This design comes from an exercise in tuning for small area, a short achievable clock period and few clock cycles per item on the open sky130 flow, not from production work. Only simulation tests tie the RTL to the original design; equivalence was not proved.

**flow/config.mk**
```make
export PLATFORM = sky130hd
export DESIGN_NAME = layernorm
export DESIGN_NICKNAME = layernorm
export VERILOG_FILES = /design/flow/design.v
export SDC_FILE = /design/flow/constraint.sdc
export NUM_CORES = 4
export LEC_CHECK = 0
export ABC_AREA = 1
export CAP_MARGIN = 20
export CELL_PAD_IN_SITES_DETAIL_PLACEMENT = 1
export CELL_PAD_IN_SITES_GLOBAL_PLACEMENT = 2
export CORE_AREA = 4 4 1096 341
export DIE_AREA = 0 0 1100 345
export PLACE_DENSITY = 0.35
export SETUP_SLACK_MARGIN = 3
export SLEW_MARGIN = 20
export SYNTH_MEMORY_MAX_BITS = 16384
```
**flow/constraint.sdc**
```tcl
create_clock -name core_clock -period 65.0 [get_ports {clk_i}]
set_input_delay 13.0000 -clock core_clock [delete_from_list [all_inputs] [get_ports {clk_i}]]
set_output_delay 13.0000 -clock core_clock [all_outputs]
set_load 0.01 [all_outputs]
```
**flow/design.v**
```verilog
module fp16_add_comb (
  input  wire [15:0] a_i,
  input  wire [15:0] b_i,
  output wire [15:0] sum_o
);
  wire        a_sign = a_i[15];
  wire [4:0]  a_exp  = a_i[14:10];
  wire [9:0]  a_mant = a_i[9:0];
  wire        b_sign = b_i[15];
  wire [4:0]  b_exp  = b_i[14:10];
  wire [9:0]  b_mant = b_i[9:0];
  wire a_is_zero = (a_exp == 5'd0);
  wire b_is_zero = (b_exp == 5'd0);
  wire a_max     = (a_exp == 5'd31);
  wire b_max     = (b_exp == 5'd31);
  wire a_is_inf  = a_max && (a_mant == 10'd0);
  wire b_is_inf  = b_max && (b_mant == 10'd0);
  wire a_is_nan  = a_max && (a_mant != 10'd0);
  wire b_is_nan  = b_max && (b_mant != 10'd0);
  wire eff_sub   = a_sign ^ b_sign;
  wire [5:0] dab = {1'b0, a_exp} - {1'b0, b_exp};
  wire [5:0] dba = {1'b0, b_exp} - {1'b0, a_exp};
  wire       a_exp_ge = ~dab[5];
  wire [4:0] d = a_exp_ge ? dab[4:0] : dba[4:0];
  wire [4:0]  lg_exp  = a_exp_ge ? a_exp : b_exp;
  wire [10:0] lg_full = a_exp_ge ? {1'b1, a_mant} : {1'b1, b_mant};
  wire [10:0] sm_full = a_exp_ge ? {1'b1, b_mant} : {1'b1, a_mant};
  wire        lg_sign_e = a_exp_ge ? a_sign : b_sign;
  wire [12:0] sm_w = {sm_full, 2'b00};
  wire [12:0] sm_al = (d > 5'd13) ? 13'd0 : (sm_w >> d);
  reg sticky;
  integer s;
  always @(*) begin
    sticky = 1'b0;
    for (s = 0; s < 13; s = s + 1)
      if (s < d) sticky = sticky | sm_w[s];
  end
  wire [13:0] lg_w = {1'b0, lg_full, 2'b00};
  wire [13:0] f_sum = eff_sub ? (lg_w - {1'b0, sm_al}) : (lg_w + {1'b0, sm_al});
  wire f_ovf = f_sum[13];              
  wire f_top = f_sum[12];              
  reg [9:0] f_trunc;
  reg       f_guard, f_round, f_stk;
  reg [5:0] f_exp;                    
  always @(*) begin
    if (f_ovf) begin
      f_trunc = f_sum[12:3];
      f_guard = f_sum[2];
      f_round = f_sum[1];
      f_stk   = (sticky | f_sum[0]) & ~eff_sub;
    end else if (f_top) begin
      f_trunc = f_sum[11:2];
      f_guard = f_sum[1];
      f_round = f_sum[0];
      f_stk   = sticky & ~eff_sub;
    end else begin
      f_trunc = {f_sum[10:1]};
      f_guard = f_sum[0];
      f_round = 1'b0;
      f_stk   = 1'b0;
    end
  end
  wire [5:0] lg_exp_p1 = {1'b0, lg_exp} + 6'd1;
  wire [5:0] lg_exp_m1 = {1'b0, lg_exp} - 6'd1;
  always @(*) begin
    if (f_ovf)      f_exp = lg_exp_p1;
    else if (f_top) f_exp = {1'b0, lg_exp};
    else            f_exp = lg_exp_m1;
  end
  wire        f_rup  = f_guard & (f_round | f_stk | f_trunc[0]);
  wire [10:0] f_rnd  = {1'b0, f_trunc} + {10'd0, f_rup};
  wire [5:0]  f_exp2 = f_exp + {5'd0, f_rnd[10]};
  wire        f_oflow = (f_exp2 >= 6'd31);
  wire        f_uflow = (f_exp2 == 6'd0);
  wire [14:0] f_res = {f_exp2[4:0], f_rnd[9:0]};
  wire [11:0] n_lg  = {lg_full, 1'b0};
  wire [11:0] n_sm  = d[0] ? {1'b0, sm_full} : {sm_full, 1'b0};
  wire [12:0] n_d1  = {1'b0, n_lg} - {1'b0, n_sm};
  wire [12:0] n_d2  = {1'b0, n_sm} - {1'b0, n_lg};
  wire        n_neg = n_d1[12];       
  wire [11:0] n_mag = n_neg ? n_d2[11:0] : n_d1[11:0];
  wire        n_zero = (n_mag == 12'd0);
  reg [3:0] n_lz;
  integer t;
  always @(*) begin
    n_lz = 4'd12;
    for (t = 0; t < 12; t = t + 1)
      if (n_mag[t]) n_lz = 4'd11 - t[3:0];
  end
  wire [11:0] n_norm = n_mag << n_lz;
  wire signed [6:0] n_exp_s = $signed({2'b0, lg_exp}) - $signed({3'b0, n_lz});
  wire        n_uflow = (n_exp_s <= 7'sd0);
  wire [14:0] n_res = {n_exp_s[4:0], n_norm[10:1]};
  wire        near = eff_sub & ((d == 5'd0) | ((d == 5'd1) & (n_lz >= 4'd2)));
  wire        res_sign = near ? (n_neg ? ~lg_sign_e : lg_sign_e) : lg_sign_e;
  reg [15:0] result;
  always @(*) begin
    if (a_is_nan || b_is_nan) begin
      result = 16'h7E00;
    end else if (a_is_inf && b_is_inf && eff_sub) begin
      result = 16'h7E00;
    end else if (a_is_inf || b_is_inf) begin
      result = a_is_inf ? {a_sign, 5'd31, 10'd0} : {b_sign, 5'd31, 10'd0};
    end else if (a_is_zero && b_is_zero) begin
      result = {a_sign & b_sign, 15'd0};
    end else if (a_is_zero) begin
      result = b_i;
    end else if (b_is_zero) begin
      result = a_i;
    end else if (near) begin
      if (n_zero)       result = 16'd0;
      else if (n_uflow) result = {res_sign, 15'd0};
      else              result = {res_sign, n_res};
    end else begin
      if (f_uflow)      result = {res_sign, 15'd0};
      else if (f_oflow) result = {res_sign, 5'd31, 10'd0};
      else              result = {res_sign, f_res};
    end
  end
  assign sum_o = result;
endmodule
module fp16_mul_comb (
  input  wire [15:0] a_i,
  input  wire [15:0] b_i,
  output wire [15:0] prod_o
);
  wire        a_sign = a_i[15];
  wire [4:0]  a_exp  = a_i[14:10];
  wire [9:0]  a_mant = a_i[9:0];
  wire        b_sign = b_i[15];
  wire [4:0]  b_exp  = b_i[14:10];
  wire [9:0]  b_mant = b_i[9:0];
  wire res_sign = a_sign ^ b_sign;
  wire a_is_zero = (a_exp == 5'd0);
  wire b_is_zero = (b_exp == 5'd0);
  wire a_is_inf  = (a_exp == 5'd31) && (a_mant == 10'd0);
  wire b_is_inf  = (b_exp == 5'd31) && (b_mant == 10'd0);
  wire a_is_nan  = (a_exp == 5'd31) && (a_mant != 10'd0);
  wire b_is_nan  = (b_exp == 5'd31) && (b_mant != 10'd0);
  wire [10:0] a_full = {1'b1, a_mant};
  wire [10:0] b_full = {1'b1, b_mant};
  wire s1, c2, s3, c4, s5, c6, s7, c8, s9, c10, s11, c12, s13, c14, s15, c16, s17, c18, s19, c20, s21, c22, s23, c24, s25, c26, s27, c28, s29, c30, s31, c32, s33, c34, s35, c36, s37, c38, s39, c40, s41, c42, s43, c44, s45, c46, s47, c48, s49, c50, s51, c52, s53, c54, s55, c56, s57, c58, s59, c60, s61, c62, s63, c64, s65, c66, s67, c68, s69, c70, s71, c72, s73, c74, s75, c76, s77, c78, s79, c80, s81, c82, s83, c84, s85, c86, s87, c88, s89, c90, s91, c92, s93, c94, s95, c96, s97, c98, s99, c100, s101, c102, s103, c104, s105, c106, s107, c108, s109, c110, s111, c112, s113, c114, s115, c116, s117, c118, s119, c120, s121, c122, s123, c124, s125, c126, s127, c128, s129, c130, s131, c132, s133, c134, s135, c136, s137, c138, s139, c140, s141, c142, s143, c144, s145, c146, s147, c148, s149, c150, s151, c152, s153, c154, s155, c156, s157, c158, s159, c160, s161, c162, s163, c164, s165, c166, s167, c168, s169, c170, s171, c172, s173, c174, s175, c176, s177, c178, s179, c180;
  assign s1 = (a_full[0] & b_full[9]) ^ (a_full[1] & b_full[8]);
  assign c2 = (a_full[0] & b_full[9]) & (a_full[1] & b_full[8]);
  assign s3 = (a_full[0] & b_full[10]) ^ (a_full[1] & b_full[9]) ^ (a_full[2] & b_full[8]);
  assign c4 = ((a_full[0] & b_full[10]) & (a_full[1] & b_full[9])) | ((a_full[0] & b_full[10]) & (a_full[2] & b_full[8])) | ((a_full[1] & b_full[9]) & (a_full[2] & b_full[8]));
  assign s5 = (a_full[3] & b_full[7]) ^ (a_full[4] & b_full[6]);
  assign c6 = (a_full[3] & b_full[7]) & (a_full[4] & b_full[6]);
  assign s7 = (a_full[1] & b_full[10]) ^ (a_full[2] & b_full[9]) ^ (a_full[3] & b_full[8]);
  assign c8 = ((a_full[1] & b_full[10]) & (a_full[2] & b_full[9])) | ((a_full[1] & b_full[10]) & (a_full[3] & b_full[8])) | ((a_full[2] & b_full[9]) & (a_full[3] & b_full[8]));
  assign s9 = (a_full[4] & b_full[7]) ^ (a_full[5] & b_full[6]);
  assign c10 = (a_full[4] & b_full[7]) & (a_full[5] & b_full[6]);
  assign s11 = (a_full[2] & b_full[10]) ^ (a_full[3] & b_full[9]) ^ (a_full[4] & b_full[8]);
  assign c12 = ((a_full[2] & b_full[10]) & (a_full[3] & b_full[9])) | ((a_full[2] & b_full[10]) & (a_full[4] & b_full[8])) | ((a_full[3] & b_full[9]) & (a_full[4] & b_full[8]));
  assign s13 = (a_full[0] & b_full[6]) ^ (a_full[1] & b_full[5]);
  assign c14 = (a_full[0] & b_full[6]) & (a_full[1] & b_full[5]);
  assign s15 = (a_full[0] & b_full[7]) ^ (a_full[1] & b_full[6]) ^ (a_full[2] & b_full[5]);
  assign c16 = ((a_full[0] & b_full[7]) & (a_full[1] & b_full[6])) | ((a_full[0] & b_full[7]) & (a_full[2] & b_full[5])) | ((a_full[1] & b_full[6]) & (a_full[2] & b_full[5]));
  assign s17 = (a_full[3] & b_full[4]) ^ (a_full[4] & b_full[3]);
  assign c18 = (a_full[3] & b_full[4]) & (a_full[4] & b_full[3]);
  assign s19 = (a_full[0] & b_full[8]) ^ (a_full[1] & b_full[7]) ^ (a_full[2] & b_full[6]);
  assign c20 = ((a_full[0] & b_full[8]) & (a_full[1] & b_full[7])) | ((a_full[0] & b_full[8]) & (a_full[2] & b_full[6])) | ((a_full[1] & b_full[7]) & (a_full[2] & b_full[6]));
  assign s21 = (a_full[3] & b_full[5]) ^ (a_full[4] & b_full[4]) ^ (a_full[5] & b_full[3]);
  assign c22 = ((a_full[3] & b_full[5]) & (a_full[4] & b_full[4])) | ((a_full[3] & b_full[5]) & (a_full[5] & b_full[3])) | ((a_full[4] & b_full[4]) & (a_full[5] & b_full[3]));
  assign s23 = (a_full[6] & b_full[2]) ^ (a_full[7] & b_full[1]);
  assign c24 = (a_full[6] & b_full[2]) & (a_full[7] & b_full[1]);
  assign s25 = s1 ^ (a_full[2] & b_full[7]) ^ (a_full[3] & b_full[6]);
  assign c26 = (s1 & (a_full[2] & b_full[7])) | (s1 & (a_full[3] & b_full[6])) | ((a_full[2] & b_full[7]) & (a_full[3] & b_full[6]));
  assign s27 = (a_full[4] & b_full[5]) ^ (a_full[5] & b_full[4]) ^ (a_full[6] & b_full[3]);
  assign c28 = ((a_full[4] & b_full[5]) & (a_full[5] & b_full[4])) | ((a_full[4] & b_full[5]) & (a_full[6] & b_full[3])) | ((a_full[5] & b_full[4]) & (a_full[6] & b_full[3]));
  assign s29 = (a_full[7] & b_full[2]) ^ (a_full[8] & b_full[1]) ^ (a_full[9] & b_full[0]);
  assign c30 = ((a_full[7] & b_full[2]) & (a_full[8] & b_full[1])) | ((a_full[7] & b_full[2]) & (a_full[9] & b_full[0])) | ((a_full[8] & b_full[1]) & (a_full[9] & b_full[0]));
  assign s31 = s3 ^ s5 ^ (a_full[5] & b_full[5]);
  assign c32 = (s3 & s5) | (s3 & (a_full[5] & b_full[5])) | (s5 & (a_full[5] & b_full[5]));
  assign s33 = (a_full[6] & b_full[4]) ^ (a_full[7] & b_full[3]) ^ (a_full[8] & b_full[2]);
  assign c34 = ((a_full[6] & b_full[4]) & (a_full[7] & b_full[3])) | ((a_full[6] & b_full[4]) & (a_full[8] & b_full[2])) | ((a_full[7] & b_full[3]) & (a_full[8] & b_full[2]));
  assign s35 = (a_full[9] & b_full[1]) ^ (a_full[10] & b_full[0]) ^ c2;
  assign c36 = ((a_full[9] & b_full[1]) & (a_full[10] & b_full[0])) | ((a_full[9] & b_full[1]) & c2) | ((a_full[10] & b_full[0]) & c2);
  assign s37 = s7 ^ s9 ^ (a_full[6] & b_full[5]);
  assign c38 = (s7 & s9) | (s7 & (a_full[6] & b_full[5])) | (s9 & (a_full[6] & b_full[5]));
  assign s39 = (a_full[7] & b_full[4]) ^ (a_full[8] & b_full[3]) ^ (a_full[9] & b_full[2]);
  assign c40 = ((a_full[7] & b_full[4]) & (a_full[8] & b_full[3])) | ((a_full[7] & b_full[4]) & (a_full[9] & b_full[2])) | ((a_full[8] & b_full[3]) & (a_full[9] & b_full[2]));
  assign s41 = (a_full[10] & b_full[1]) ^ c4 ^ c6;
  assign c42 = ((a_full[10] & b_full[1]) & c4) | ((a_full[10] & b_full[1]) & c6) | (c4 & c6);
  assign s43 = s11 ^ (a_full[5] & b_full[7]) ^ (a_full[6] & b_full[6]);
  assign c44 = (s11 & (a_full[5] & b_full[7])) | (s11 & (a_full[6] & b_full[6])) | ((a_full[5] & b_full[7]) & (a_full[6] & b_full[6]));
  assign s45 = (a_full[7] & b_full[5]) ^ (a_full[8] & b_full[4]) ^ (a_full[9] & b_full[3]);
  assign c46 = ((a_full[7] & b_full[5]) & (a_full[8] & b_full[4])) | ((a_full[7] & b_full[5]) & (a_full[9] & b_full[3])) | ((a_full[8] & b_full[4]) & (a_full[9] & b_full[3]));
  assign s47 = (a_full[10] & b_full[2]) ^ c8 ^ c10;
  assign c48 = ((a_full[10] & b_full[2]) & c8) | ((a_full[10] & b_full[2]) & c10) | (c8 & c10);
  assign s49 = (a_full[3] & b_full[10]) ^ (a_full[4] & b_full[9]) ^ (a_full[5] & b_full[8]);
  assign c50 = ((a_full[3] & b_full[10]) & (a_full[4] & b_full[9])) | ((a_full[3] & b_full[10]) & (a_full[5] & b_full[8])) | ((a_full[4] & b_full[9]) & (a_full[5] & b_full[8]));
  assign s51 = (a_full[6] & b_full[7]) ^ (a_full[7] & b_full[6]) ^ (a_full[8] & b_full[5]);
  assign c52 = ((a_full[6] & b_full[7]) & (a_full[7] & b_full[6])) | ((a_full[6] & b_full[7]) & (a_full[8] & b_full[5])) | ((a_full[7] & b_full[6]) & (a_full[8] & b_full[5]));
  assign s53 = (a_full[9] & b_full[4]) ^ (a_full[10] & b_full[3]) ^ c12;
  assign c54 = ((a_full[9] & b_full[4]) & (a_full[10] & b_full[3])) | ((a_full[9] & b_full[4]) & c12) | ((a_full[10] & b_full[3]) & c12);
  assign s55 = (a_full[4] & b_full[10]) ^ (a_full[5] & b_full[9]) ^ (a_full[6] & b_full[8]);
  assign c56 = ((a_full[4] & b_full[10]) & (a_full[5] & b_full[9])) | ((a_full[4] & b_full[10]) & (a_full[6] & b_full[8])) | ((a_full[5] & b_full[9]) & (a_full[6] & b_full[8]));
  assign s57 = (a_full[7] & b_full[7]) ^ (a_full[8] & b_full[6]) ^ (a_full[9] & b_full[5]);
  assign c58 = ((a_full[7] & b_full[7]) & (a_full[8] & b_full[6])) | ((a_full[7] & b_full[7]) & (a_full[9] & b_full[5])) | ((a_full[8] & b_full[6]) & (a_full[9] & b_full[5]));
  assign s59 = (a_full[5] & b_full[10]) ^ (a_full[6] & b_full[9]) ^ (a_full[7] & b_full[8]);
  assign c60 = ((a_full[5] & b_full[10]) & (a_full[6] & b_full[9])) | ((a_full[5] & b_full[10]) & (a_full[7] & b_full[8])) | ((a_full[6] & b_full[9]) & (a_full[7] & b_full[8]));
  assign s61 = (a_full[0] & b_full[4]) ^ (a_full[1] & b_full[3]);
  assign c62 = (a_full[0] & b_full[4]) & (a_full[1] & b_full[3]);
  assign s63 = (a_full[0] & b_full[5]) ^ (a_full[1] & b_full[4]) ^ (a_full[2] & b_full[3]);
  assign c64 = ((a_full[0] & b_full[5]) & (a_full[1] & b_full[4])) | ((a_full[0] & b_full[5]) & (a_full[2] & b_full[3])) | ((a_full[1] & b_full[4]) & (a_full[2] & b_full[3]));
  assign s65 = (a_full[3] & b_full[2]) ^ (a_full[4] & b_full[1]);
  assign c66 = (a_full[3] & b_full[2]) & (a_full[4] & b_full[1]);
  assign s67 = s13 ^ (a_full[2] & b_full[4]) ^ (a_full[3] & b_full[3]);
  assign c68 = (s13 & (a_full[2] & b_full[4])) | (s13 & (a_full[3] & b_full[3])) | ((a_full[2] & b_full[4]) & (a_full[3] & b_full[3]));
  assign s69 = (a_full[4] & b_full[2]) ^ (a_full[5] & b_full[1]) ^ (a_full[6] & b_full[0]);
  assign c70 = ((a_full[4] & b_full[2]) & (a_full[5] & b_full[1])) | ((a_full[4] & b_full[2]) & (a_full[6] & b_full[0])) | ((a_full[5] & b_full[1]) & (a_full[6] & b_full[0]));
  assign s71 = s15 ^ s17 ^ (a_full[5] & b_full[2]);
  assign c72 = (s15 & s17) | (s15 & (a_full[5] & b_full[2])) | (s17 & (a_full[5] & b_full[2]));
  assign s73 = (a_full[6] & b_full[1]) ^ (a_full[7] & b_full[0]) ^ c14;
  assign c74 = ((a_full[6] & b_full[1]) & (a_full[7] & b_full[0])) | ((a_full[6] & b_full[1]) & c14) | ((a_full[7] & b_full[0]) & c14);
  assign s75 = s19 ^ s21 ^ s23;
  assign c76 = (s19 & s21) | (s19 & s23) | (s21 & s23);
  assign s77 = (a_full[8] & b_full[0]) ^ c16 ^ c18;
  assign c78 = ((a_full[8] & b_full[0]) & c16) | ((a_full[8] & b_full[0]) & c18) | (c16 & c18);
  assign s79 = s25 ^ s27 ^ s29;
  assign c80 = (s25 & s27) | (s25 & s29) | (s27 & s29);
  assign s81 = c20 ^ c22 ^ c24;
  assign c82 = (c20 & c22) | (c20 & c24) | (c22 & c24);
  assign s83 = s31 ^ s33 ^ s35;
  assign c84 = (s31 & s33) | (s31 & s35) | (s33 & s35);
  assign s85 = c26 ^ c28 ^ c30;
  assign c86 = (c26 & c28) | (c26 & c30) | (c28 & c30);
  assign s87 = s37 ^ s39 ^ s41;
  assign c88 = (s37 & s39) | (s37 & s41) | (s39 & s41);
  assign s89 = c32 ^ c34 ^ c36;
  assign c90 = (c32 & c34) | (c32 & c36) | (c34 & c36);
  assign s91 = s43 ^ s45 ^ s47;
  assign c92 = (s43 & s45) | (s43 & s47) | (s45 & s47);
  assign s93 = c38 ^ c40 ^ c42;
  assign c94 = (c38 & c40) | (c38 & c42) | (c40 & c42);
  assign s95 = s49 ^ s51 ^ s53;
  assign c96 = (s49 & s51) | (s49 & s53) | (s51 & s53);
  assign s97 = c44 ^ c46 ^ c48;
  assign c98 = (c44 & c46) | (c44 & c48) | (c46 & c48);
  assign s99 = s55 ^ s57 ^ (a_full[10] & b_full[4]);
  assign c100 = (s55 & s57) | (s55 & (a_full[10] & b_full[4])) | (s57 & (a_full[10] & b_full[4]));
  assign s101 = c50 ^ c52 ^ c54;
  assign c102 = (c50 & c52) | (c50 & c54) | (c52 & c54);
  assign s103 = s59 ^ (a_full[8] & b_full[7]) ^ (a_full[9] & b_full[6]);
  assign c104 = (s59 & (a_full[8] & b_full[7])) | (s59 & (a_full[9] & b_full[6])) | ((a_full[8] & b_full[7]) & (a_full[9] & b_full[6]));
  assign s105 = (a_full[10] & b_full[5]) ^ c56 ^ c58;
  assign c106 = ((a_full[10] & b_full[5]) & c56) | ((a_full[10] & b_full[5]) & c58) | (c56 & c58);
  assign s107 = (a_full[6] & b_full[10]) ^ (a_full[7] & b_full[9]) ^ (a_full[8] & b_full[8]);
  assign c108 = ((a_full[6] & b_full[10]) & (a_full[7] & b_full[9])) | ((a_full[6] & b_full[10]) & (a_full[8] & b_full[8])) | ((a_full[7] & b_full[9]) & (a_full[8] & b_full[8]));
  assign s109 = (a_full[9] & b_full[7]) ^ (a_full[10] & b_full[6]) ^ c60;
  assign c110 = ((a_full[9] & b_full[7]) & (a_full[10] & b_full[6])) | ((a_full[9] & b_full[7]) & c60) | ((a_full[10] & b_full[6]) & c60);
  assign s111 = (a_full[7] & b_full[10]) ^ (a_full[8] & b_full[9]) ^ (a_full[9] & b_full[8]);
  assign c112 = ((a_full[7] & b_full[10]) & (a_full[8] & b_full[9])) | ((a_full[7] & b_full[10]) & (a_full[9] & b_full[8])) | ((a_full[8] & b_full[9]) & (a_full[9] & b_full[8]));
  assign s113 = (a_full[0] & b_full[3]) ^ (a_full[1] & b_full[2]);
  assign c114 = (a_full[0] & b_full[3]) & (a_full[1] & b_full[2]);
  assign s115 = s61 ^ (a_full[2] & b_full[2]) ^ (a_full[3] & b_full[1]);
  assign c116 = (s61 & (a_full[2] & b_full[2])) | (s61 & (a_full[3] & b_full[1])) | ((a_full[2] & b_full[2]) & (a_full[3] & b_full[1]));
  assign s117 = s63 ^ s65 ^ (a_full[5] & b_full[0]);
  assign c118 = (s63 & s65) | (s63 & (a_full[5] & b_full[0])) | (s65 & (a_full[5] & b_full[0]));
  assign s119 = s67 ^ s69 ^ c64;
  assign c120 = (s67 & s69) | (s67 & c64) | (s69 & c64);
  assign s121 = s71 ^ s73 ^ c68;
  assign c122 = (s71 & s73) | (s71 & c68) | (s73 & c68);
  assign s123 = s75 ^ s77 ^ c72;
  assign c124 = (s75 & s77) | (s75 & c72) | (s77 & c72);
  assign s125 = s79 ^ s81 ^ c76;
  assign c126 = (s79 & s81) | (s79 & c76) | (s81 & c76);
  assign s127 = s83 ^ s85 ^ c80;
  assign c128 = (s83 & s85) | (s83 & c80) | (s85 & c80);
  assign s129 = s87 ^ s89 ^ c84;
  assign c130 = (s87 & s89) | (s87 & c84) | (s89 & c84);
  assign s131 = s91 ^ s93 ^ c88;
  assign c132 = (s91 & s93) | (s91 & c88) | (s93 & c88);
  assign s133 = s95 ^ s97 ^ c92;
  assign c134 = (s95 & s97) | (s95 & c92) | (s97 & c92);
  assign s135 = s99 ^ s101 ^ c96;
  assign c136 = (s99 & s101) | (s99 & c96) | (s101 & c96);
  assign s137 = s103 ^ s105 ^ c100;
  assign c138 = (s103 & s105) | (s103 & c100) | (s105 & c100);
  assign s139 = s107 ^ s109 ^ c104;
  assign c140 = (s107 & s109) | (s107 & c104) | (s109 & c104);
  assign s141 = s111 ^ (a_full[10] & b_full[7]) ^ c108;
  assign c142 = (s111 & (a_full[10] & b_full[7])) | (s111 & c108) | ((a_full[10] & b_full[7]) & c108);
  assign s143 = (a_full[8] & b_full[10]) ^ (a_full[9] & b_full[9]) ^ (a_full[10] & b_full[8]);
  assign c144 = ((a_full[8] & b_full[10]) & (a_full[9] & b_full[9])) | ((a_full[8] & b_full[10]) & (a_full[10] & b_full[8])) | ((a_full[9] & b_full[9]) & (a_full[10] & b_full[8]));
  assign s145 = (a_full[0] & b_full[2]) ^ (a_full[1] & b_full[1]);
  assign c146 = (a_full[0] & b_full[2]) & (a_full[1] & b_full[1]);
  assign s147 = s113 ^ (a_full[2] & b_full[1]) ^ (a_full[3] & b_full[0]);
  assign c148 = (s113 & (a_full[2] & b_full[1])) | (s113 & (a_full[3] & b_full[0])) | ((a_full[2] & b_full[1]) & (a_full[3] & b_full[0]));
  assign s149 = s115 ^ (a_full[4] & b_full[0]) ^ c114;
  assign c150 = (s115 & (a_full[4] & b_full[0])) | (s115 & c114) | ((a_full[4] & b_full[0]) & c114);
  assign s151 = s117 ^ c62 ^ c116;
  assign c152 = (s117 & c62) | (s117 & c116) | (c62 & c116);
  assign s153 = s119 ^ c66 ^ c118;
  assign c154 = (s119 & c66) | (s119 & c118) | (c66 & c118);
  assign s155 = s121 ^ c70 ^ c120;
  assign c156 = (s121 & c70) | (s121 & c120) | (c70 & c120);
  assign s157 = s123 ^ c74 ^ c122;
  assign c158 = (s123 & c74) | (s123 & c122) | (c74 & c122);
  assign s159 = s125 ^ c78 ^ c124;
  assign c160 = (s125 & c78) | (s125 & c124) | (c78 & c124);
  assign s161 = s127 ^ c82 ^ c126;
  assign c162 = (s127 & c82) | (s127 & c126) | (c82 & c126);
  assign s163 = s129 ^ c86 ^ c128;
  assign c164 = (s129 & c86) | (s129 & c128) | (c86 & c128);
  assign s165 = s131 ^ c90 ^ c130;
  assign c166 = (s131 & c90) | (s131 & c130) | (c90 & c130);
  assign s167 = s133 ^ c94 ^ c132;
  assign c168 = (s133 & c94) | (s133 & c132) | (c94 & c132);
  assign s169 = s135 ^ c98 ^ c134;
  assign c170 = (s135 & c98) | (s135 & c134) | (c98 & c134);
  assign s171 = s137 ^ c102 ^ c136;
  assign c172 = (s137 & c102) | (s137 & c136) | (c102 & c136);
  assign s173 = s139 ^ c106 ^ c138;
  assign c174 = (s139 & c106) | (s139 & c138) | (c106 & c138);
  assign s175 = s141 ^ c110 ^ c140;
  assign c176 = (s141 & c110) | (s141 & c140) | (c110 & c140);
  assign s177 = s143 ^ c112 ^ c142;
  assign c178 = (s143 & c112) | (s143 & c142) | (c112 & c142);
  assign s179 = (a_full[9] & b_full[10]) ^ (a_full[10] & b_full[9]) ^ c144;
  assign c180 = ((a_full[9] & b_full[10]) & (a_full[10] & b_full[9])) | ((a_full[9] & b_full[10]) & c144) | ((a_full[10] & b_full[9]) & c144);
  wire [21:0] row0 = {1'b0, (a_full[10] & b_full[10]), s179, s177, s175, s173, s171, s169, s167, s165, s163, s161, s159, s157, s155, s153, s151, s149, s147, s145, (a_full[0] & b_full[1]), (a_full[0] & b_full[0])};
  wire [21:0] row1 = {1'b0, c180, c178, c176, c174, c172, c170, c168, c166, c164, c162, c160, c158, c156, c154, c152, c150, c148, c146, (a_full[2] & b_full[0]), (a_full[1] & b_full[0]), 1'b0};
  wire [21:0] mant_prod = row0 + row1;
  wire signed [7:0] exp_raw = $signed({1'b0, a_exp}) + $signed({1'b0, b_exp}) - 8'sd15;
  wire       ns = mant_prod[21];
  wire       rup1 = mant_prod[10] & (mant_prod[9] | (|mant_prod[8:0]) | mant_prod[11]);
  wire       rup0 = mant_prod[9]  & (mant_prod[8] | (|mant_prod[7:0]) | mant_prod[10]);
  wire [10:0] rnd1 = {1'b0, mant_prod[20:11]} + {10'd0, rup1};
  wire [10:0] rnd0 = {1'b0, mant_prod[19:10]} + {10'd0, rup0};
  wire signed [7:0] fe0 = exp_raw;
  wire signed [7:0] fe1 = exp_raw + 8'sd1;
  wire signed [7:0] fe2 = exp_raw + 8'sd2;
  wire rs2 = ns & rnd1[10];
  wire rs1 = ns ? ~rnd1[10] : rnd0[10];
  wire [4:0] fexp = rs2 ? fe2[4:0] : rs1 ? fe1[4:0] : fe0[4:0];
  wire uflow = rs2 ? (fe2 <= 8'sd0) : rs1 ? (fe1 <= 8'sd0) : (fe0 <= 8'sd0);
  wire oflow = rs2 ? (fe2 >= 8'sd31) : rs1 ? (fe1 >= 8'sd31) : (fe0 >= 8'sd31);
  wire [9:0] fman = ns ? rnd1[9:0] : rnd0[9:0];
  wire [15:0] normal_result = {res_sign, fexp, fman};
  wire [15:0] inf_result    = {res_sign, 5'd31, 10'd0};
  wire [15:0] nan_result    = 16'h7E00;
  wire [15:0] zero_result   = {res_sign, 15'd0};
  reg [15:0] result;
  always @(*) begin
    if (a_is_nan || b_is_nan) begin
      result = nan_result;
    end else if ((a_is_inf && b_is_zero) || (b_is_inf && a_is_zero)) begin
      result = nan_result;
    end else if (a_is_inf || b_is_inf) begin
      result = inf_result;
    end else if (a_is_zero || b_is_zero) begin
      result = zero_result;
    end else if (uflow) begin
      result = zero_result;
    end else if (oflow) begin
      result = inf_result;
    end else begin
      result = normal_result;
    end
  end
  assign prod_o = result;
endmodule
module fp16_from_int8 (
  input  wire [7:0]  val_i,
  output reg  [15:0] fp16_o
);
  always @(*) begin
    case (val_i)
      8'd0: fp16_o = 16'h0000;
      8'd1: fp16_o = 16'h3c00;
      8'd2: fp16_o = 16'h4000;
      8'd3: fp16_o = 16'h4200;
      8'd4: fp16_o = 16'h4400;
      8'd5: fp16_o = 16'h4500;
      8'd6: fp16_o = 16'h4600;
      8'd7: fp16_o = 16'h4700;
      8'd8: fp16_o = 16'h4800;
      8'd9: fp16_o = 16'h4880;
      8'd10: fp16_o = 16'h4900;
      8'd11: fp16_o = 16'h4980;
      8'd12: fp16_o = 16'h4a00;
      8'd13: fp16_o = 16'h4a80;
      8'd14: fp16_o = 16'h4b00;
      8'd15: fp16_o = 16'h4b80;
      8'd16: fp16_o = 16'h4c00;
      8'd17: fp16_o = 16'h4c40;
      8'd18: fp16_o = 16'h4c80;
      8'd19: fp16_o = 16'h4cc0;
      8'd20: fp16_o = 16'h4d00;
      8'd21: fp16_o = 16'h4d40;
      8'd22: fp16_o = 16'h4d80;
      8'd23: fp16_o = 16'h4dc0;
      8'd24: fp16_o = 16'h4e00;
      8'd25: fp16_o = 16'h4e40;
      8'd26: fp16_o = 16'h4e80;
      8'd27: fp16_o = 16'h4ec0;
      8'd28: fp16_o = 16'h4f00;
      8'd29: fp16_o = 16'h4f40;
      8'd30: fp16_o = 16'h4f80;
      8'd31: fp16_o = 16'h4fc0;
      8'd32: fp16_o = 16'h5000;
      8'd33: fp16_o = 16'h5020;
      8'd34: fp16_o = 16'h5040;
      8'd35: fp16_o = 16'h5060;
      8'd36: fp16_o = 16'h5080;
      8'd37: fp16_o = 16'h50a0;
      8'd38: fp16_o = 16'h50c0;
      8'd39: fp16_o = 16'h50e0;
      8'd40: fp16_o = 16'h5100;
      8'd41: fp16_o = 16'h5120;
      8'd42: fp16_o = 16'h5140;
      8'd43: fp16_o = 16'h5160;
      8'd44: fp16_o = 16'h5180;
      8'd45: fp16_o = 16'h51a0;
      8'd46: fp16_o = 16'h51c0;
      8'd47: fp16_o = 16'h51e0;
      8'd48: fp16_o = 16'h5200;
      8'd49: fp16_o = 16'h5220;
      8'd50: fp16_o = 16'h5240;
      8'd51: fp16_o = 16'h5260;
      8'd52: fp16_o = 16'h5280;
      8'd53: fp16_o = 16'h52a0;
      8'd54: fp16_o = 16'h52c0;
      8'd55: fp16_o = 16'h52e0;
      8'd56: fp16_o = 16'h5300;
      8'd57: fp16_o = 16'h5320;
      8'd58: fp16_o = 16'h5340;
      8'd59: fp16_o = 16'h5360;
      8'd60: fp16_o = 16'h5380;
      8'd61: fp16_o = 16'h53a0;
      8'd62: fp16_o = 16'h53c0;
      8'd63: fp16_o = 16'h53e0;
      8'd64: fp16_o = 16'h5400;
      8'd65: fp16_o = 16'h5410;
      8'd66: fp16_o = 16'h5420;
      8'd67: fp16_o = 16'h5430;
      8'd68: fp16_o = 16'h5440;
      8'd69: fp16_o = 16'h5450;
      8'd70: fp16_o = 16'h5460;
      8'd71: fp16_o = 16'h5470;
      8'd72: fp16_o = 16'h5480;
      8'd73: fp16_o = 16'h5490;
      8'd74: fp16_o = 16'h54a0;
      8'd75: fp16_o = 16'h54b0;
      8'd76: fp16_o = 16'h54c0;
      8'd77: fp16_o = 16'h54d0;
      8'd78: fp16_o = 16'h54e0;
      8'd79: fp16_o = 16'h54f0;
      8'd80: fp16_o = 16'h5500;
      8'd81: fp16_o = 16'h5510;
      8'd82: fp16_o = 16'h5520;
      8'd83: fp16_o = 16'h5530;
      8'd84: fp16_o = 16'h5540;
      8'd85: fp16_o = 16'h5550;
      8'd86: fp16_o = 16'h5560;
      8'd87: fp16_o = 16'h5570;
      8'd88: fp16_o = 16'h5580;
      8'd89: fp16_o = 16'h5590;
      8'd90: fp16_o = 16'h55a0;
      8'd91: fp16_o = 16'h55b0;
      8'd92: fp16_o = 16'h55c0;
      8'd93: fp16_o = 16'h55d0;
      8'd94: fp16_o = 16'h55e0;
      8'd95: fp16_o = 16'h55f0;
      8'd96: fp16_o = 16'h5600;
      8'd97: fp16_o = 16'h5610;
      8'd98: fp16_o = 16'h5620;
      8'd99: fp16_o = 16'h5630;
      8'd100: fp16_o = 16'h5640;
      8'd101: fp16_o = 16'h5650;
      8'd102: fp16_o = 16'h5660;
      8'd103: fp16_o = 16'h5670;
      8'd104: fp16_o = 16'h5680;
      8'd105: fp16_o = 16'h5690;
      8'd106: fp16_o = 16'h56a0;
      8'd107: fp16_o = 16'h56b0;
      8'd108: fp16_o = 16'h56c0;
      8'd109: fp16_o = 16'h56d0;
      8'd110: fp16_o = 16'h56e0;
      8'd111: fp16_o = 16'h56f0;
      8'd112: fp16_o = 16'h5700;
      8'd113: fp16_o = 16'h5710;
      8'd114: fp16_o = 16'h5720;
      8'd115: fp16_o = 16'h5730;
      8'd116: fp16_o = 16'h5740;
      8'd117: fp16_o = 16'h5750;
      8'd118: fp16_o = 16'h5760;
      8'd119: fp16_o = 16'h5770;
      8'd120: fp16_o = 16'h5780;
      8'd121: fp16_o = 16'h5790;
      8'd122: fp16_o = 16'h57a0;
      8'd123: fp16_o = 16'h57b0;
      8'd124: fp16_o = 16'h57c0;
      8'd125: fp16_o = 16'h57d0;
      8'd126: fp16_o = 16'h57e0;
      8'd127: fp16_o = 16'h57f0;
      8'd128: fp16_o = 16'hd800;
      8'd129: fp16_o = 16'hd7f0;
      8'd130: fp16_o = 16'hd7e0;
      8'd131: fp16_o = 16'hd7d0;
      8'd132: fp16_o = 16'hd7c0;
      8'd133: fp16_o = 16'hd7b0;
      8'd134: fp16_o = 16'hd7a0;
      8'd135: fp16_o = 16'hd790;
      8'd136: fp16_o = 16'hd780;
      8'd137: fp16_o = 16'hd770;
      8'd138: fp16_o = 16'hd760;
      8'd139: fp16_o = 16'hd750;
      8'd140: fp16_o = 16'hd740;
      8'd141: fp16_o = 16'hd730;
      8'd142: fp16_o = 16'hd720;
      8'd143: fp16_o = 16'hd710;
      8'd144: fp16_o = 16'hd700;
      8'd145: fp16_o = 16'hd6f0;
      8'd146: fp16_o = 16'hd6e0;
      8'd147: fp16_o = 16'hd6d0;
      8'd148: fp16_o = 16'hd6c0;
      8'd149: fp16_o = 16'hd6b0;
      8'd150: fp16_o = 16'hd6a0;
      8'd151: fp16_o = 16'hd690;
      8'd152: fp16_o = 16'hd680;
      8'd153: fp16_o = 16'hd670;
      8'd154: fp16_o = 16'hd660;
      8'd155: fp16_o = 16'hd650;
      8'd156: fp16_o = 16'hd640;
      8'd157: fp16_o = 16'hd630;
      8'd158: fp16_o = 16'hd620;
      8'd159: fp16_o = 16'hd610;
      8'd160: fp16_o = 16'hd600;
      8'd161: fp16_o = 16'hd5f0;
      8'd162: fp16_o = 16'hd5e0;
      8'd163: fp16_o = 16'hd5d0;
      8'd164: fp16_o = 16'hd5c0;
      8'd165: fp16_o = 16'hd5b0;
      8'd166: fp16_o = 16'hd5a0;
      8'd167: fp16_o = 16'hd590;
      8'd168: fp16_o = 16'hd580;
      8'd169: fp16_o = 16'hd570;
      8'd170: fp16_o = 16'hd560;
      8'd171: fp16_o = 16'hd550;
      8'd172: fp16_o = 16'hd540;
      8'd173: fp16_o = 16'hd530;
      8'd174: fp16_o = 16'hd520;
      8'd175: fp16_o = 16'hd510;
      8'd176: fp16_o = 16'hd500;
      8'd177: fp16_o = 16'hd4f0;
      8'd178: fp16_o = 16'hd4e0;
      8'd179: fp16_o = 16'hd4d0;
      8'd180: fp16_o = 16'hd4c0;
      8'd181: fp16_o = 16'hd4b0;
      8'd182: fp16_o = 16'hd4a0;
      8'd183: fp16_o = 16'hd490;
      8'd184: fp16_o = 16'hd480;
      8'd185: fp16_o = 16'hd470;
      8'd186: fp16_o = 16'hd460;
      8'd187: fp16_o = 16'hd450;
      8'd188: fp16_o = 16'hd440;
      8'd189: fp16_o = 16'hd430;
      8'd190: fp16_o = 16'hd420;
      8'd191: fp16_o = 16'hd410;
      8'd192: fp16_o = 16'hd400;
      8'd193: fp16_o = 16'hd3e0;
      8'd194: fp16_o = 16'hd3c0;
      8'd195: fp16_o = 16'hd3a0;
      8'd196: fp16_o = 16'hd380;
      8'd197: fp16_o = 16'hd360;
      8'd198: fp16_o = 16'hd340;
      8'd199: fp16_o = 16'hd320;
      8'd200: fp16_o = 16'hd300;
      8'd201: fp16_o = 16'hd2e0;
      8'd202: fp16_o = 16'hd2c0;
      8'd203: fp16_o = 16'hd2a0;
      8'd204: fp16_o = 16'hd280;
      8'd205: fp16_o = 16'hd260;
      8'd206: fp16_o = 16'hd240;
      8'd207: fp16_o = 16'hd220;
      8'd208: fp16_o = 16'hd200;
      8'd209: fp16_o = 16'hd1e0;
      8'd210: fp16_o = 16'hd1c0;
      8'd211: fp16_o = 16'hd1a0;
      8'd212: fp16_o = 16'hd180;
      8'd213: fp16_o = 16'hd160;
      8'd214: fp16_o = 16'hd140;
      8'd215: fp16_o = 16'hd120;
      8'd216: fp16_o = 16'hd100;
      8'd217: fp16_o = 16'hd0e0;
      8'd218: fp16_o = 16'hd0c0;
      8'd219: fp16_o = 16'hd0a0;
      8'd220: fp16_o = 16'hd080;
      8'd221: fp16_o = 16'hd060;
      8'd222: fp16_o = 16'hd040;
      8'd223: fp16_o = 16'hd020;
      8'd224: fp16_o = 16'hd000;
      8'd225: fp16_o = 16'hcfc0;
      8'd226: fp16_o = 16'hcf80;
      8'd227: fp16_o = 16'hcf40;
      8'd228: fp16_o = 16'hcf00;
      8'd229: fp16_o = 16'hcec0;
      8'd230: fp16_o = 16'hce80;
      8'd231: fp16_o = 16'hce40;
      8'd232: fp16_o = 16'hce00;
      8'd233: fp16_o = 16'hcdc0;
      8'd234: fp16_o = 16'hcd80;
      8'd235: fp16_o = 16'hcd40;
      8'd236: fp16_o = 16'hcd00;
      8'd237: fp16_o = 16'hccc0;
      8'd238: fp16_o = 16'hcc80;
      8'd239: fp16_o = 16'hcc40;
      8'd240: fp16_o = 16'hcc00;
      8'd241: fp16_o = 16'hcb80;
      8'd242: fp16_o = 16'hcb00;
      8'd243: fp16_o = 16'hca80;
      8'd244: fp16_o = 16'hca00;
      8'd245: fp16_o = 16'hc980;
      8'd246: fp16_o = 16'hc900;
      8'd247: fp16_o = 16'hc880;
      8'd248: fp16_o = 16'hc800;
      8'd249: fp16_o = 16'hc700;
      8'd250: fp16_o = 16'hc600;
      8'd251: fp16_o = 16'hc500;
      8'd252: fp16_o = 16'hc400;
      8'd253: fp16_o = 16'hc200;
      8'd254: fp16_o = 16'hc000;
      8'd255: fp16_o = 16'hbc00;
      default: fp16_o = 16'h0000;
    endcase
  end
endmodule
module fp16_rsqrt_comb (
  input  wire [15:0] val_i,
  output reg  [15:0] result_o
);
  wire [4:0] e = val_i[14:10];
  wire [9:0] f = val_i[9:0];
  wire is_zero = (e == 5'd0);
  wire is_inf  = (e == 5'd31);
  wire parity = ~e[0];
  reg [15:0] lut_mem [0:511];
  initial $readmemh("inv_sqrt_lut.hex", lut_mem);
  wire [15:0] lut_out = lut_mem[{parity, f[9:2]}];
  wire k_is_15 = lut_out[15];
  wire signed [6:0] base = $signed({2'b0, 5'd15}) -
                            $signed({2'b0, e}) +
                            $signed({6'd0, parity});
  wire signed [6:0] half_base = base >>> 1;
  wire signed [6:0] out_e_s = half_base + (k_is_15 ? 7'sd15 : 7'sd14);
  wire [9:0] raw_frac   = lut_out[13:4];
  wire       guard       = lut_out[3];
  wire       round_bit   = lut_out[2];
  wire       sticky      = |lut_out[1:0];
  wire       round_up    = guard & (round_bit | sticky | raw_frac[0]);
  wire [10:0] rounded    = {1'b0, raw_frac} + {10'd0, round_up};
  wire        round_ovf  = rounded[10];
  wire [9:0] out_frac = k_is_15   ? 10'd0 :
                         round_ovf ? 10'd0 : rounded[9:0];
  wire signed [6:0] out_e_adj = round_ovf ? (out_e_s + 7'sd1) : out_e_s;
  always @(*) begin
    if (is_zero) begin
      result_o = 16'h7C00;
    end else if (is_inf) begin
      result_o = 16'h0000;
    end else if (out_e_adj <= 7'sd0) begin
      result_o = 16'h0000;
    end else if (out_e_adj >= 7'sd31) begin
      result_o = 16'h7C00;
    end else begin
      result_o = {1'b0, out_e_adj[4:0], out_frac};
    end
  end
endmodule
module layernorm #(
  parameter DIM = 64
) (
  input  wire        clk_i,
  input  wire        rst_i,
  input  wire        start_i,
  input  wire [DIM*16-1:0] x_i,
  output reg  [5:0]  w_sel_o,
  output reg  [6:0]  w_addr_o,
  input  wire [7:0]  w_data_i,
  input  wire [5:0]  gamma_sel_i,
  input  wire [15:0] gamma_scale_i,
  input  wire [15:0] beta_scale_i,
  output reg  [DIM*16-1:0] y_o,
  output reg               done_o,
  output reg               busy_o
);
  localparam [4:0]  INV_N_EXP = 5'd15 - $clog2(DIM);
  localparam [15:0] INV_N = {1'b0, INV_N_EXP, 10'd0};
  reg  [7:0]  k;
  reg  [4:0]  jsel;
  reg         sum_ph;     
  reg         d_ph;       
  reg         norm_ph;    
  reg         gam_ph;     
  reg  [15:0] xr_a, xr_b;
  reg  [15:0] acc;
  reg  [15:0] d_r;
  reg  [15:0] sq_a, sq_b;
  reg  [15:0] neg_mean;
  reg  [15:0] inv_std;
  reg  [15:0] scale_r;
  reg  [7:0]  wd_r;
  wire [15:0] x_a = x_i[jsel*32      +: 16];
  wire [15:0] x_b = x_i[jsel*32 + 16 +: 16];
  wire [15:0] d_a, d_b;
  fp16_add_comb u_sub_a (.a_i(xr_a), .b_i(neg_mean), .sum_o(d_a));
  fp16_add_comb u_sub_b (.a_i(xr_b), .b_i(neg_mean), .sum_o(d_b));
  wire [15:0] deq_fp16;
  fp16_from_int8 u_deq (.val_i(wd_r), .fp16_o(deq_fp16));
  wire [15:0] gamma_tap = y_o[15:0];
  wire [15:0] m_g, m_a, m_b;
  fp16_mul_comb u_mul_g (.a_i(norm_ph ? d_r : deq_fp16), .b_i(norm_ph ? inv_std : scale_r), .prod_o(m_g));
  fp16_mul_comb u_mul_a (.a_i(norm_ph ? m_g : d_a), .b_i(norm_ph ? gamma_tap : d_a), .prod_o(m_a));
  fp16_mul_comb u_mul_b (.a_i(norm_ph ? deq_fp16 : d_b), .b_i(norm_ph ? scale_r : d_b), .prod_o(m_b));
  wire [15:0] p_a = sum_ph ? xr_a : sq_a;
  wire [15:0] p_b = sum_ph ? xr_b : sq_b;
  wire [15:0] c1, c2;
  fp16_add_comb u_add1 (.a_i(acc), .b_i(p_a), .sum_o(c1));
  fp16_add_comb u_add2 (.a_i(c1), .b_i(p_b), .sum_o(c2));
  wire [15:0] mean_w;
  fp16_mul_comb u_mean (.a_i(c2), .b_i(INV_N), .prod_o(mean_w));
  wire [15:0] var_w;
  fp16_mul_comb u_var (.a_i(acc), .b_i(INV_N), .prod_o(var_w));
  wire [15:0] rsq;
  fp16_rsqrt_comb u_rsqrt (.val_i(var_w), .result_o(rsq));
  always @(posedge clk_i) begin
    y_o <= {(gam_ph ? m_g : c2), y_o[DIM*16-1:16]};
  end
  always @(posedge clk_i) begin
    xr_a <= x_a;
    xr_b <= x_b;
    wd_r <= w_data_i;
    if (k == 8'd0 || k == 8'd32 || k == 8'd33) acc <= 16'd0;
    else if (d_ph) acc <= 16'h8000;
    else acc <= c2;
    d_r <= k[0] ? d_b : d_a;
    if (k == 8'd32) neg_mean <= {~mean_w[15], mean_w[14:0]};
    if (k == 8'd66) inv_std <= rsq;
    sq_a <= m_a;
    sq_b <= m_b;
    if (k == 8'd0) scale_r <= gamma_scale_i;
    else if (k == 8'd66) scale_r <= beta_scale_i;
  end
  always @(posedge clk_i) begin
    if (rst_i) begin
      k       <= 8'd0;
      done_o  <= 1'b0;
      busy_o  <= 1'b0;
    end else begin
      done_o <= 1'b0;
      if (k == 8'd0) begin
        if (start_i) begin
          k      <= 8'd1;
          busy_o <= 1'b1;
        end
      end else if (k == 8'd131) begin
        k      <= 8'd0;
        done_o <= 1'b1;
        busy_o <= 1'b0;
      end else begin
        k <= k + 8'd1;
      end
    end
  end
  always @(posedge clk_i) begin
    if (rst_i) begin
      jsel    <= 5'd0;
      d_ph    <= 1'b0;
      sum_ph  <= 1'b1;
      norm_ph <= 1'b0;
      gam_ph  <= 1'b1;
      w_sel_o <= 6'd0;
      w_addr_o <= 7'd0;
    end else begin
      if (k == 8'd0 || k == 8'd131) begin
        jsel    <= start_i && k == 8'd0 ? 5'd1 : 5'd0;
        d_ph    <= 1'b0;
        sum_ph  <= 1'b1;
        norm_ph <= 1'b0;
        gam_ph  <= 1'b1;
        w_sel_o <= gamma_sel_i;
        w_addr_o <= 7'd0;
      end else begin
        if (k < 8'd63) jsel <= k[4:0] + 5'd1;
        else jsel <= k[5:1];           
        sum_ph  <= (k + 8'd1) <= 8'd32;
        d_ph    <= (k + 8'd1) >= 8'd66;
        norm_ph <= (k + 8'd1) >= 8'd67;
        gam_ph  <= (k + 8'd1) <= 8'd66;
        w_addr_o <= {1'b0, k[5:0]};
        if (k == 8'd64) w_sel_o <= w_sel_o + 6'd1;
      end
    end
  end
endmodule
```
**flow/inv_sqrt_lut.hex**
```
8000
7fc0
7f81
7f42
7f03
7ec5
7e87
7e49
7e0c
7dcf
7d92
7d56
7d1a
7cde
7ca3
7c68
7c2e
7bf3
7bb9
7b80
7b46
7b0d
7ad5
7a9c
7a64
7a2c
79f5
79be
7987
7950
791a
78e4
78ae
7878
7843
780e
77da
77a5
7771
773d
770a
76d6
76a3
7670
763e
760b
75d9
75a8
7576
7545
7514
74e3
74b2
7482
7452
7422
73f2
73c3
7393
7364
7336
7307
72d9
72aa
727d
724f
7221
71f4
71c7
719a
716e
7141
7115
70e9
70bd
7091
7066
703b
7010
6fe5
6fba
6f90
6f66
6f3b
6f12
6ee8
6ebe
6e95
6e6c
6e43
6e1a
6df1
6dc9
6da0
6d78
6d50
6d29
6d01
6cda
6cb2
6c8b
6c64
6c3d
6c17
6bf0
6bca
6ba4
6b7e
6b58
6b32
6b0d
6ae8
6ac2
6a9d
6a78
6a54
6a2f
6a0b
69e6
69c2
699e
697a
6956
6933
690f
68ec
68c9
68a6
6883
6860
683e
681b
67f9
67d6
67b4
6792
6771
674f
672d
670c
66ea
66c9
66a8
6687
6666
6646
6625
6605
65e4
65c4
65a4
6584
6564
6544
6525
6505
64e6
64c7
64a7
6488
6469
644a
642c
640d
63ef
63d0
63b2
6394
6376
6358
633a
631c
62fe
62e1
62c3
62a6
6289
626c
624f
6232
6215
61f8
61db
61bf
61a2
6186
616a
614e
6132
6116
60fa
60de
60c2
60a7
608b
6070
6054
6039
601e
6003
5fe8
5fcd
5fb2
5f98
5f7d
5f63
5f48
5f2e
5f13
5ef9
5edf
5ec5
5eab
5e91
5e78
5e5e
5e44
5e2b
5e11
5df8
5ddf
5dc5
5dac
5d93
5d7a
5d61
5d49
5d30
5d17
5cff
5ce6
5cce
5cb5
5c9d
5c85
5c6d
5c55
5c3d
5c25
5c0d
5bf5
5bde
5bc6
5bae
5b97
5b7f
5b68
5b51
5b3a
5b23
5b0b
5af4
5ade
5ac7
5ab0
5a99
5a82
5a55
5a28
59fc
59d0
59a3
5978
594c
5921
58f6
58cb
58a0
5876
584c
5822
57f8
57cf
57a5
577c
5754
572b
5703
56db
56b3
568b
5664
563d
5615
55ef
55c8
55a2
557b
5555
5530
550a
54e4
54bf
549a
5475
5451
542c
5408
53e4
53c0
539c
5378
5355
5332
530f
52ec
52c9
52a7
5284
5262
5240
521e
51fc
51db
51b9
5198
5177
5156
5135
5115
50f4
50d4
50b4
5094
5074
5054
5035
5015
4ff6
4fd7
4fb8
4f99
4f7a
4f5c
4f3d
4f1f
4f01
4ee3
4ec5
4ea7
4e8a
4e6c
4e4f
4e31
4e14
4df7
4dda
4dbe
4da1
4d85
4d68
4d4c
4d30
4d14
4cf8
4cdc
4cc1
4ca5
4c8a
4c6e
4c53
4c38
4c1d
4c02
4be7
4bcd
4bb2
4b98
4b7e
4b63
4b49
4b2f
4b15
4afc
4ae2
4ac8
4aaf
4a95
4a7c
4a63
4a4a
4a31
4a18
49ff
49e7
49ce
49b6
499d
4985
496d
4955
493d
4925
490d
48f5
48dd
48c6
48ae
4897
4880
4868
4851
483a
4823
480c
47f6
47df
47c8
47b2
479b
4785
476f
4758
4742
472c
4716
4700
46eb
46d5
46bf
46aa
4694
467f
4669
4654
463f
462a
4615
4600
45eb
45d6
45c1
45ad
4598
4583
456f
455b
4546
4532
451e
450a
44f6
44e2
44ce
44ba
44a6
4492
447f
446b
4458
4444
4431
441e
440a
43f7
43e4
43d1
43be
43ab
4398
4385
4373
4360
434d
433b
4328
4316
4303
42f1
42df
42cc
42ba
42a8
4296
4284
4272
4260
424e
423d
422b
4219
4208
41f6
41e5
41d3
41c2
41b1
419f
418e
417d
416c
415b
414a
4139
4128
4117
4106
40f5
40e5
40d4
40c3
40b3
40a2
4092
4082
4071
4061
4051
4040
4030
4020
4010
```
**flow/flow/run.sh**
```bash
#!/bin/bash
# The standard layout (standard.sh, unchanged synthesis and SDC), with
#  - every input and output port still buffered, with a plain buf_1 instead
#    of the delay buffer buffer_ports picks by default.
# The clock period and constraints are the design's.
set -euo pipefail
MARGIN=$(cat flow/margin.txt)
bash standard.sh SETUP_SLACK_MARGIN=$MARGIN TNS_END_PERCENT=0 \
  "BUFFER_PORTS_ARGS=-buffer_cell sky130_fd_sc_hd__buf_1" finish > standard.log 2>&1
```
**flow/flow/margin.txt**
```
49
```
**flow/standard.sh**
```bash
#!/bin/bash
# synth_recipe.tcl (not shown) runs the flow's synth.tcl, then flattens the netlist and writes it again
# the make line also repeats each setting of config.mk as NAME=value (left out here)
make -C /OpenROAD-flow-scripts/flow DESIGN_CONFIG=/design/flow/config.mk WORK_HOME=/design/flow/orfs CLKGATE_MAP_FILE= SYNTH_SCRIPT=/design/flow/synth_recipe.tcl "${@:-finish}"
```
==> results of run 1 <==
[worst reg2reg max path: cells and delay by family, from the launching register on]
| family | cells | cell delay [ns] |
|---|---|---|
| AND/OR/NAND/NOR | 38 | 4.79 |
| XOR/XNOR | 3 | 0.65 |
| AO/OA/AOI/OAI | 18 | 2.72 |
| adder cells (fa/ha/maj) | 11 | 3.90 |
| buffers and inverters | 26 | 3.03 |
| flip-flops | 1 | 0.39 |
[sequential cells by signal (all words and copies together), names as in the netlist, 5 cells and up]
signal    count
deq_fp16     12
d_r          16
xr_b         16
acc          16
y_o        1024
xr_a         16
w_addr_o      6
sq_b         16
inv_std      15
scale_r      16
sq_a         16
jsel          5
w_sel_o       6
neg_mean     16
k             8
[metal layers]
| metal | vias to the layer above | track usage |
|---|---|---|
| li1 | 41300 | - |
| met1 | 46000 | 0.452 |
| met2 | 2942 | 0.406 |
| met3 | 322 | 0.0673 |
| met4 | 20 | 0.0295 |
| met5 | - | 0 |
[area by class of cell]
| type | instances | area [µm²] |
|---|---|---|
| clock buffer | 138 | 2920 |
| multi-input combinational | 7887 | 50700 |
| fill | 44900 | 261000 |
| timing repair inverter | 4 | 27.5 |
| timing repair buffer | 2729 | 13100 |
| clock inverter | 50 | 639 |
| antenna | 65 | 163 |
| tap | 4937 | 6180 |
| inverter | 1394 | 5420 |
| sequential | 1210 | 24700 |
[placed cells by master (no fill, tap or decap), types with 36 or more instances in the layout]
| cell | instances |
|---|---|
| o21ai_1 | 123 |
| nand2_4 | 38 |
| fa_1 | 261 |
| nand4_1 | 121 |
| nor2_2 | 65 |
| clkbuf_16 | 110 |
| o31ai_1 | 36 |
| ha_1 | 365 |
| a31oi_1 | 84 |
| ha_4 | 52 |
| o21ai_0 | 1145 |
| a21oi_1 | 447 |
| edfxtp_1 | 47 |
| nand2_1 | 1668 |
| buf_4 | 564 |
| diode_2 | 65 |
| o22ai_1 | 110 |
| buf_1 | 2110 |
| xor2_1 | 141 |
| dfxtp_1 | 1149 |
| o221ai_1 | 208 |
| nand2_2 | 146 |
| nand3_1 | 510 |
| nand3_2 | 40 |
| inv_1 | 1251 |
| o211ai_1 | 78 |
| nor3_1 | 96 |
| inv_2 | 85 |
| nor2_1 | 1383 |
| o21ai_2 | 77 |
[repair_timing]
action	4_1_cts	5_1_grt
setup buffers	158	242
setup endpoints to repair	78	78
hold buffers	0	0
gates resized for setup	437	638
pin swaps	80	236
hold endpoints to repair	0	0
gates cloned	15	13
[cells by family after synthesis]
group,after synthesis,share of synthesized area
XOR/XNOR,227,0.0254
other,1,0.0000479
AND/OR/NAND/NOR,4251,0.227
AO/OA/AOI/OAI,2665,0.200
flip-flops,1210,0.315
adder cells (fa/ha/maj),712,0.140
multiplexers,15,0.00192
buffers and inverters,1854,0.0904
[worst max-delay path by stage]
stage                     cells after the start  slack, ns           to          from
after CTS                                    99      49.00      sq_a[0]  neg_mean[11]
after global placement                      102      44.27  neg_mean[7]        sum_ph
after floorplan                             104      50.20  neg_mean[7]        sum_ph
after global routing                        113      48.78  neg_mean[5]        sum_ph
final                                        96      49.54      sq_b[5]  neg_mean[11]
after detailed placement                    102      44.19  neg_mean[7]        sum_ph
[per-stage QoR]
step	instances	util
after floorplan	10900	-
after global placement	17700	0.253
after detailed placement	17700	0.253
after CTS	18100	0.271
after global routing	18400	0.284
final	18400	0.284
==> flow_metrics.tcl, run 1 <==
set metrics [dict create \
    status "no timing/DRC/antenna violations" \
    gp_congestion 0.950 \
    hp-start "y_o[83]" \
    maxSlewHeadroom 0.108 \
    cp_slowest_stage_delay_ns 0.55 \
    wirelength_mm 579 \
    skew_ns 0.0753 \
    finalSetupViolCount 0 \
    dr_wl_met2_mm 230 \
    clk_latency_ns 0.90 \
    synthCells 10900 \
    rrSetupSlack_ns 49.54 \
    die_h_um 345 \
    drive_above_1_share 0.129 \
    path_buf_inv 26 \
    nets 15100 \
    synth_edf_count 47 \
    areaGrowthSynthToFinish_pct 32.6 \
    worstHoldPathCells 0 \
    cts.clk_slew.worst_paths_ns 0.08 \
    synthTopCellsByArea "dfxtp_1 30%, nand2_1 8.6%, o21ai_0 8.2%, ha_1 7.0%, nor2_1 7.0%" \
    drt.antenna.violating_nets 0 \
    core.rowCount 123 \
    clockRootBuffer "clkbuf_16" \
    drc_errors 0 \
    synth.largest_area_cell "dfxtp_1" \
    syn_avg_cell_area_um2 7.16 \
    hold_ws_ns 0.309 \
    rr_worst_depth 96 \
    grt_max_degree 117 \
    synth_common_cells "1797 x nand2_1, 1456 x nor2_1, 1356 x inv_1" \
    cts_max_path_buffers 4 \
    drt-met1-wl_mm 295 \
    synth.ff_latch_count 1210 \
    postLayoutCellArea_mm2 0.104 \
    yosysMostFrequentCell "nand2_1" \
    htree_num_levels 3 \
    cts_buffers 105 \
    io_buffers 2110 \
    worst_setup_path_start_kind "register" \
    worst_pin_slew_ns 1.33 \
    endpoint_kind "register" \
    layout_setup_ws_ns 49.54 \
    ys_async_sr_fraction 0 \
    antenna_found_initial 96 \
    syn_nets 12700 \
    fmax_ghz 0.0647 \
    finalMaxSlewViolations 0 \
    crit-reg2reg-launch "neg_mean[11]" \
    dp_hpwl_mm 488 \
    grt_pass1_wl_mm 773 \
    critPathTopFamily "simple AND/OR/NAND/NOR gates" \
    critPathKind "register to register" \
    cts.sinks 1210 \
    ys.flop_type "dfxtp_1" \
    critPathMaxFanout 10 \
    post_drt_wl_per_cell_um 31.4 \
    core_area_mm2 0.365 \
    cp.required_ns 65.77 \
    r2r-end "sq_b[5]" \
    met3_length_mm 45.3 \
    placed_area_mm2 0.0924 \
    die_area_mm2 0.380 \
    ys_warn_count 5 \
    synthesis.area_mm2 0.0783 \
    io_pins 2112 \
    dpl_worst_slack_ns 44.19 \
    first_pass_iters 8 \
    vias 90600 \
    timing.final.hold_violations 0 \
    crit_arrival_ns 16.24 \
    viasPerCell 4.92 \
    finalCritPeriodShare 0.238 \
    hp-class "register to register" \
    synth_seq_area_share 0.315 \
    drt_iter0_drc 9030 \
    finalSetupTns_ns 0 \
    holdPathEnd "y_o[67]" \
    grtUsageTotal 0.289 \
    crit_slowest_cell "fa_1" \
    synthDistinctLibCells 86 \
    finalCriticalPeriod_ns 15.46 \
    cts_tree "yes" \
    rsz0062_at_grt "yes" \
    grt_overflow 0 \
    dr.max_layer_used "met5" \
    drv_cap 0 \
    grt_pass1_vias 87800 \
    initial_core_util 0.215 \
    die_x_mm 1.10 \
    synth_top_area_frac 0.297 \
    cp_common_cell "nand2_1" \
]
Testbench counts, summed over its fixed seeds: cycles 33,800, items 256.
==> run 2: changes to the inputs <==
--- a/flow/flow/run.sh
+++ b/flow/flow/run.sh
@@ -5,5 +5,5 @@
 # The clock period and constraints are the design's.
 set -euo pipefail
 MARGIN=$(cat flow/margin.txt)
-bash standard.sh SETUP_SLACK_MARGIN=$MARGIN TNS_END_PERCENT=0 \
+bash standard.sh SETUP_SLACK_MARGIN=$MARGIN \
   "BUFFER_PORTS_ARGS=-buffer_cell sky130_fd_sc_hd__buf_1" finish > standard.log 2>&1
--- a/flow/config.mk
+++ b/flow/config.mk
@@ -7,8 +7,8 @@
 export LEC_CHECK = 0
 export ABC_AREA = 1
 export CAP_MARGIN = 20
-export CELL_PAD_IN_SITES_DETAIL_PLACEMENT = 1
-export CELL_PAD_IN_SITES_GLOBAL_PLACEMENT = 2
+export CELL_PAD_IN_SITES_DETAIL_PLACEMENT = 0
+export CELL_PAD_IN_SITES_GLOBAL_PLACEMENT = 0
 export CORE_AREA = 4 4 1096 341
 export DIE_AREA = 0 0 1100 345
 export PLACE_DENSITY = 0.35
==> run 2 against run 1 <==
Effect of this change: still clean on timing, DRC and antenna; first-iteration DRC count is 29% higher; register-to-register slack lost 0.05 ns; fmax down 0.32%; sequential share of layout area up 0.12 points.
==> flow_metrics.tcl, run 2 <==
set metrics [dict create \
    fmax_ghz 0.0645 \
    nets 15100 \
    first_pass_iters 6 \
    ys_async_sr_fraction 0 \
    crit_slowest_cell "fa_1" \
    drc_errors 0 \
    initial_core_util 0.215 \
    status "no timing/DRC/antenna violations" \
    synth_seq_area_share 0.315 \
    core_area_mm2 0.365 \
    grt_pass1_vias 82500 \
    grt_pass1_wl_mm 729 \
    critPathTopFamily "simple AND/OR/NAND/NOR gates" \
    vias 91300 \
    finalCriticalPeriod_ns 15.51 \
    layout_common_cells "2110 x buf_1, 1679 x nand2_1, 1385 x nor2_1" \
    endpoint_kind "register" \
    hold_ws_ns 0.278 \
    timing.final.hold_violations 0 \
    synth_compound_area_frac 0.200 \
    worst_pin_slew_ns 1.39 \
    dp_hpwl_mm 466 \
    cts_buffers 108 \
    die_x_mm 1.10 \
    cts_tree "yes" \
    finalSetupTns_ns 0 \
    cp.required_ns 65.84 \
    largest_reg_flops 1024 \
    core.rowCount 123 \
    critPathMaxFanout 12 \
    htree_num_levels 3 \
    synth_fa_ha_area_frac 0.140 \
    finalMaxSlewViolations 0 \
    die_area_mm2 0.380 \
    synthXorXnorAreaFrac 0.0254 \
    viasPerCell 4.97 \
    synth-simple-area-share 0.227 \
    areaGrowthSynthToFinish_pct 32.0 \
    grt_max_degree 147 \
    fillers 40900 \
    layout_setup_ws_ns 49.49 \
    placed_area_mm2 0.0922 \
    critPathKind "register to register" \
    synth.ff_latch_count 1210 \
    cts.sinks 1210 \
    antenna_found_initial 104 \
    grtUsageTotal 0.274 \
    post_drt_wl_per_cell_um 30.2 \
    wirelength_mm 554 \
    finalSetupViolCount 0 \
    drive_above_1_share 0.122 \
    dp_cells 17700 \
    gp_congestion 1.01 \
    ys.flop_type "dfxtp_1" \
    top_register "y_o" \
    synth_edf_count 47 \
    path_buf_inv 20 \
    synth.largest_area_cell "dfxtp_1" \
    postLayoutCoreUtil 0.283 \
    skew_ns 0.113 \
    yosysMostFrequentCell "nand2_1" \
    worst_setup_path_start_kind "register" \
    maxSlewHeadroom 0.0651 \
    drv_cap 0 \
    drt.antenna.violating_nets 0 \
    cts_max_path_buffers 4 \
    clockRootBuffer "clkbuf_16" \
    ys_warn_count 5 \
    synthTopCellsByArea "dfxtp_1 30%, nand2_1 8.6%, o21ai_0 8.2%, ha_1 7.0%, nor2_1 7.0%" \
]
[run 2: cell types whose count changed in the layout (fill, tap and decap cells not counted), moves of 10 or more]
cell	change
nand2_2	-10
inv_1	+12
xor2_1	+11
nand3_2	-10
xor2_2	-10
buf_4	-57
nand2_1	+11
[run 2: kinds of logic after synthesis]
family	count (synthesis)
buf+inv	1854
mux	15
fa+ha+maj	712
simple gates	4251
compound gates	2665
flops	1210
xor+xnor	227
other cells	1
[run 2: layout make-up]
| class | instances | area, µm² | share of cell area |
|---|---|---|---|
| diodes | 56 | 140 | 0.00136 |
| clock buffers | 145 | 3030 | 0.0293 |
| clock inverters | 52 | 664 | 0.00642 |
| inverters | 1394 | 5420 | 0.0524 |
| multi-input cells | 7883 | 50300 | 0.486 |
| flip-flops and latches | 1210 | 24700 | 0.239 |
| well taps | 4937 | 6180 | 0.0597 |
| repair buffers | 2688 | 13000 | 0.125 |
| repair inverters | 2 | 15.0 | 0.000145 |
[run 2: final timing paths]
check / from / to / slack, ns / cells past startpoint
worst max-delay path: neg_mean[10] / sq_b[3] / 49.49 / 89
worst min-delay path: y_o[770] / y_o[754] / 0.28 / 0
worst max register to register: neg_mean[10] / sq_b[3] / 49.49 / 89
worst min register to register: y_o[770] / y_o[754] / 0.28 / 0
[run 2: worst register-to-register path: cells and delay by family, from the launching register on]
family                     cells  cell delay, ns
and+or+nand+nor               38            5.38
xor gates and xnor gates       1            0.19
DFF                            1            0.50
buffers and inverters         20            2.54
AOI/OAI and AO/OA             19            2.78
adders and majority gates     11            4.02
[run 2: timing repair]
action / in CTS / in global routing
cloned: 11 / 14
resized for setup: 364 / 650
pin swaps: 59 / 230
setup buffers: 148 / 218
endpoints found under the setup margin: 78 / 78
[run 2: layer usage]
| metal | vias to the layer above | share of wire | track usage |
|---|---|---|---|
| li1 | 41300 | - | - |
| met1 | 45600 | 0.51 | 0.443 |
| met2 | 4064 | 0.36 | 0.348 |
| met3 | 406 | 0.10 | 0.0769 |
| met4 | 20 | 0.025 | 0.0513 |
| met5 | - | 0.0012 | 0 |

## what the ideal ports hide
How much do the figures lean on ideal ports? The routed layouts below were timed once more, with nothing changed but the port constraints.
Step 1 assumes that a clkbuf_16 drives the clock port and a buf_2 every other input.
Step 2 also shifts input and output timing later by t, the mid clock arrival at the registers, as if the neighbouring blocks saw the same clock.
Three values: ideal, step 1, step 2; two values: the first two.
run	t (ns)	setup WS [ns]	clock arrival spread, ns
run 1	0.990	49.536 / 49.536 / 48.930	0.077 / 0.077
run 2	0.972	49.487 / 49.487 / 48.985	0.113 / 0.114
After both steps every run listed still meets setup and hold. For run 1, which loses most, drivers alone change the setup slack by 0.000 ns; drivers and shift together by -0.606 ns.
